What follows belongs to an exercise in optimizing a design on an open flow for small area and a short achievable clock period; a production flow would make more cautious choices. In this exercise RTL edits were held to simulation tests only and were not proved equivalent to the original.

<file path="flow/config.mk">
export PLATFORM = sky130hd
export DESIGN_NAME = iir_DF1_Biquad
export DESIGN_NICKNAME = iir_DF1_Biquad
export VERILOG_FILES = /design/flow/design.v
export SDC_FILE = /design/flow/constraint.sdc
export NUM_CORES = 4
export LEC_CHECK = 0
export CAP_MARGIN = 20
export CORE_MARGIN = 2
export CORE_UTILIZATION = 40
export SLEW_MARGIN = 20
</file>
<file path="flow/constraint.sdc">
create_clock -name core_clock -period 11.0 [get_ports {clk}]
set_input_delay 2.2000 -clock core_clock [delete_from_list [all_inputs] [get_ports {clk}]]
set_output_delay 2.2000 -clock core_clock [all_outputs]
set_load 0.01 [all_outputs]
</file>
<file path="flow/design.v">
`timescale 1ns / 1ps
module iir_DF1_Biquad (
  input clk,
  input rst,
  input signed [15:0] din,
  output signed [15:0] dout
);
  localparam signed [15:0] a1_fixed = -31881;
  localparam signed [15:0] a2_fixed = 15531;
  localparam signed [15:0] b0_fixed = 167;     
  localparam signed [15:0] b1_fixed = -302;    
  localparam signed [15:0] b2_fixed = 167;     
  reg signed [15:0] r_x;
  reg signed [15:0] r_x_z1;
  reg signed [15:0] r_x_z2;
  reg signed [15:0] r_y_z1;
  reg signed [15:0] r_y_z2;
  wire signed [31:0] w_product_a1;
  wire signed [31:0] w_product_a2;
  wire signed [31:0] w_product_b0;
  wire signed [31:0] w_product_b1;
  wire signed [31:0] w_product_b2;
  wire signed [31:0] w_sum;
  always @ (posedge clk)
    begin
      if (rst)
        begin
          r_x    <= 0;
          r_x_z1 <= 0;
          r_x_z2 <= 0;
          r_y_z1 <= 0;
          r_y_z2 <= 0;
        end
      else
        begin
          r_x <= din;
          r_x_z1 <= r_x;
          r_x_z2 <= r_x_z1;
          r_y_z1 <= w_sum >>> 14;   
          r_y_z2 <= r_y_z1;
        end
    end
  assign w_product_a1 = r_y_z1 * -a1_fixed;
  assign w_product_a2 = r_y_z2 * -a2_fixed;
  assign w_product_b0 = r_x * b0_fixed;
  assign w_product_b1 = r_x_z1 * b1_fixed;
  assign w_product_b2 = r_x_z2 * b2_fixed;
  assign w_sum = w_product_b0 + w_product_b1 + w_product_b2 + w_product_a1 + w_product_a2;
  assign dout = r_y_z1;
endmodule
</file>
<file path="flow/run.sh">
#!/bin/bash
# synth_recipe.tcl (not shown) runs the flow's synth.tcl, then flattens the netlist and writes it again
# the make line also repeats each setting of config.mk as NAME=value (left out here)
make -C /OpenROAD-flow-scripts/flow DESIGN_CONFIG=/design/flow/config.mk WORK_HOME=/design/flow/orfs CLKGATE_MAP_FILE= SYNTH_SCRIPT=/design/flow/synth_recipe.tcl finish
</file>
==> impl_metrics.yaml <==
worst_setup_path:
  critPathLaunchType: "register"
  max_stage_delay_ns: 0.54
  cp_slowest_cell: "fa_1"
  path_class: "reg -> reg"
  cpMostUsedCell: "fa_1"
  cp_data_arrival_time_ns: 10.90
  required_ns: 11.27
  crit_path_end_kind: "register"
  crit_path_max_fanout: 5
logic_synthesis:
  synth_edf_count: 0
  async_reset_ff_share_pct: 0
  syn_inst: 2108
  ys_seq_area_share_pct: 7.26
  ys_seq_elements: 80
  synth_cell_types: 58
  yosys_warnings: 1
  synthesis.area_mm2: 0.0221
  syn-num-nets: 3074
  ys.flop_type: "dfxtp_1"
  avgSynthCellArea_um2: 10.5
sta:
  worst_pin_slew_ns: 0.996
  relSlewSlack_pct: 33.6
  setup_ws_ns: 0.363
  hold_viol: 0
  hold_slack_ns: 0.528
  max_freq_ghz: 0.0940
  slew_violations: 0
  fin_crit_sh_pct: 96.7
  fin_crit_ns: 10.64
  finalClockSkew_ns: 0.0188
  setup_viol: 0
global_routing:
  top_usage_layer: "met2"
  gr-usage-met1_pct: 23.3
  grt_util_met3_pct: 2.39
  gr-usage-met2_pct: 34.4
  grt_max_degree: 82
  grtUsageTotal_pct: 18.9
  antenna_found_initial: 0
  gr-total-overflow: 0
  grt_pass1_wl_um: 81100
  grt_pass1_vias: 15300
drt:
  remaining_drc_errors: 0
  drt-initial-drc-count: 495
  vias_per_cell: 4.64
  firstDrtPassIters: 6
  vias: 13200
  post_drt_wl_per_cell_um: 17.1
  finalWirelength_um: 48700
  drtAntennaViolNets: 0
job:
  cap_viol_max_count: 0
placed_design:
  hpwlAfterDp_um: 43200
  io_buffers: 33
  pre_cts_ws_ns: -0.0316
  place.gp.congestion: 0.886
  dp.cells: 2837
die:
  die_x_um: 239
  die_area_mm2: 0.0570
  start_util_pct: 40.3
  io_pins: 34
  core_area_mm2: 0.0548
  die_h_um: 239
  rows: 86
clocking:
  worstSkewPairLatency_ns: 0.40
  cts_root_buffer: "clkbuf_16"
  clockBufferDepth: 2
  numCtsBuffers: 9
  clkTransAtPathRegs_ns: 0.07
  clock_sinks: 80
  ctsHtreeMaxLevel: 3
  cts_tree: "yes"
  cts.hold.buffers_added: 0
finish:
  nNetsFinal: 3112
  drive_gt1_share_pct: 3.44
  area_growth_pct: 7.86
  n_antenna_cell: 0
  finalNonFillerCells: 2855
hold_path:
  hp-class: "reg -> reg"
outcome:
  outcome: "no timing/DRC/antenna violations"
==> final timing paths <==
kind	startpoint	to	slack, ns	depth (start not counted)
max	r_x_z1[2]$_SDFF_PP0_	r_y_z1[15]$_SDFF_PP0_	0.36	39
min	r_x_z1[1]$_SDFF_PP0_	r_x_z2[1]$_SDFF_PP0_	0.53	2
max reg2reg	r_x_z1[2]$_SDFF_PP0_	r_y_z1[15]$_SDFF_PP0_	0.36	39
min reg2reg	r_x_z1[1]$_SDFF_PP0_	r_x_z2[1]$_SDFF_PP0_	0.53	2
==> Yosys cell counts (3+ instances only) <==
| library cell | count | share of area (%) |
|---|---|---|
| and3_1 | 3 | 0.085 |
| nor2b_1 | 35 | 0.99 |
| fa_1 | 479 | 43 |
| a21oi_1 | 19 | 0.43 |
| xnor2_1 | 67 | 2.7 |
| nand2_1 | 16 | 0.27 |
| dfxtp_1 | 80 | 7.3 |
| inv_1 | 743 | 13 |
| nor3_1 | 9 | 0.20 |
| ha_1 | 469 | 27 |
| and2_1 | 4 | 0.11 |
| o21ai_1 | 3 | 0.068 |
| a211oi_1 | 5 | 0.17 |
| nor2_1 | 61 | 1.0 |
| o21ai_0 | 7 | 0.16 |
| a21o_1 | 6 | 0.20 |
| nand3_1 | 10 | 0.23 |
| o21bai_1 | 4 | 0.14 |
| clkbuf_1 | 11 | 0.19 |
| xor2_1 | 17 | 0.67 |
| mux2i_1 | 7 | 0.32 |
| or2_2 | 3 | 0.085 |
| o21a_1 | 9 | 0.31 |
==> layout make-up <==
class	count	area, um^2
flip-flops and latches	80	1620
clock buffers	9	225
multi-input cells	1270	17800
well taps	704	881
repair buffers	41	388
inverters	744	2790
clock inverters	7	61.3
fillers	5186	31000
==> logic make-up after synthesis <==
kind of cell	synth area share [%]
buffers and inverters	12.9
adders and majority gates	70.1
and+or+nand+nor	3.29
AOI/OAI and AO/OA	2.80
xor gates and xnor gates	3.33
muxes	0.318
DFF	7.26
==> registers in the layout, summed over array words and instances, names as in the netlist <==
register	count
r_x_z1	16
r_y_z2	16
r_x	16
r_y_z1	16
r_x_z2	16
==> layout by cell type, fill, tap and decap left out, types with 5 or more instances in the layout <==
cell / synthesis / layout
dfxtp_2: 0 / 7
mux2i_1: 7 / 7
buf_4: 0 / 9
nor2_1: 61 / 60
nand2_1: 16 / 16
xnor2_1: 67 / 66
ha_4: 0 / 7
xor2_1: 17 / 16
inv_1: 743 / 742
nor2b_1: 35 / 35
nand3_1: 10 / 10
a21oi_1: 19 / 17
clkdlybuf4s50_1: 0 / 32
nor3_1: 9 / 9
fa_1: 479 / 475
ha_1: 469 / 459
o21a_1: 9 / 9
o21ai_0: 7 / 5
clkbuf_16: 0 / 9
a21o_1: 6 / 6
dfxtp_1: 80 / 71
==> critical path: cells and delay by family, from the launching register on <==
family | cells | cell delay, ns
adder cells (fa/ha/maj) | 15 | 6.12
AO/OA/AOI/OAI | 10 | 2.45
buffers and inverters | 9 | 0.44
XOR/XNOR | 2 | 0.31
AND/OR/NAND/NOR | 3 | 0.79
flip-flops | 1 | 0.38
==> metal layers <==
metal | vias to the layer above | wire length, um
met3 | 50 | 1200
met2 | 127 | 26000
met1 | 6788 | 20200
met5 | - | 0
met4 | 0 | 1300
li1 | 6271 | -
==> timing repair <==
action | CTS | global route
pin swaps | 0 | 18
setup buffers | 0 | 2
resized for setup | 1 | 50
endpoints found under the setup margin | 1 | 9
==> stage by stage <==
step           instance area [um^2]  util, %  TNS [ns]
6_report                      23800     43.4         0
3_5_place_dp                  23300     42.5   -0.0316
3_3_place_gp                  23300     42.5         0
5_1_grt                       23800     43.4   -0.0248
2_1_floorplan                 22100        -         0
4_1_cts                       23500     43.0         0

static timing again, ports no longer ideal:
In the flow no input, the clock included, has a driving cell. The finished layout below was timed again as built, in two steps. Step 1: set_driving_cell puts a clkbuf_16 on clk and a buf_2 on each other input, an assumption about the parent block. Step 2 moves the port delays by t, midway between the first and last clock arrival at a register: inputs arrive t later, outputs are due t later. That takes back most of the time a late clock gives input paths. a / b / c = ideal ports / drivers / drivers and shift; a / b = the first two.
t (ns): 0.446
slack for setup (ns): 0.363 / 0.363 / 0.363
slew at the worst register clock pin (ns): 0.08 / 0.08
worst slew at a driven data input, ns: 0.04
pins driven straight from the clock port: 1
After both steps setup and hold are still met in this run. For this run, drivers alone change the setup slack by 0.000 ns; drivers and shift together by 0.000 ns.
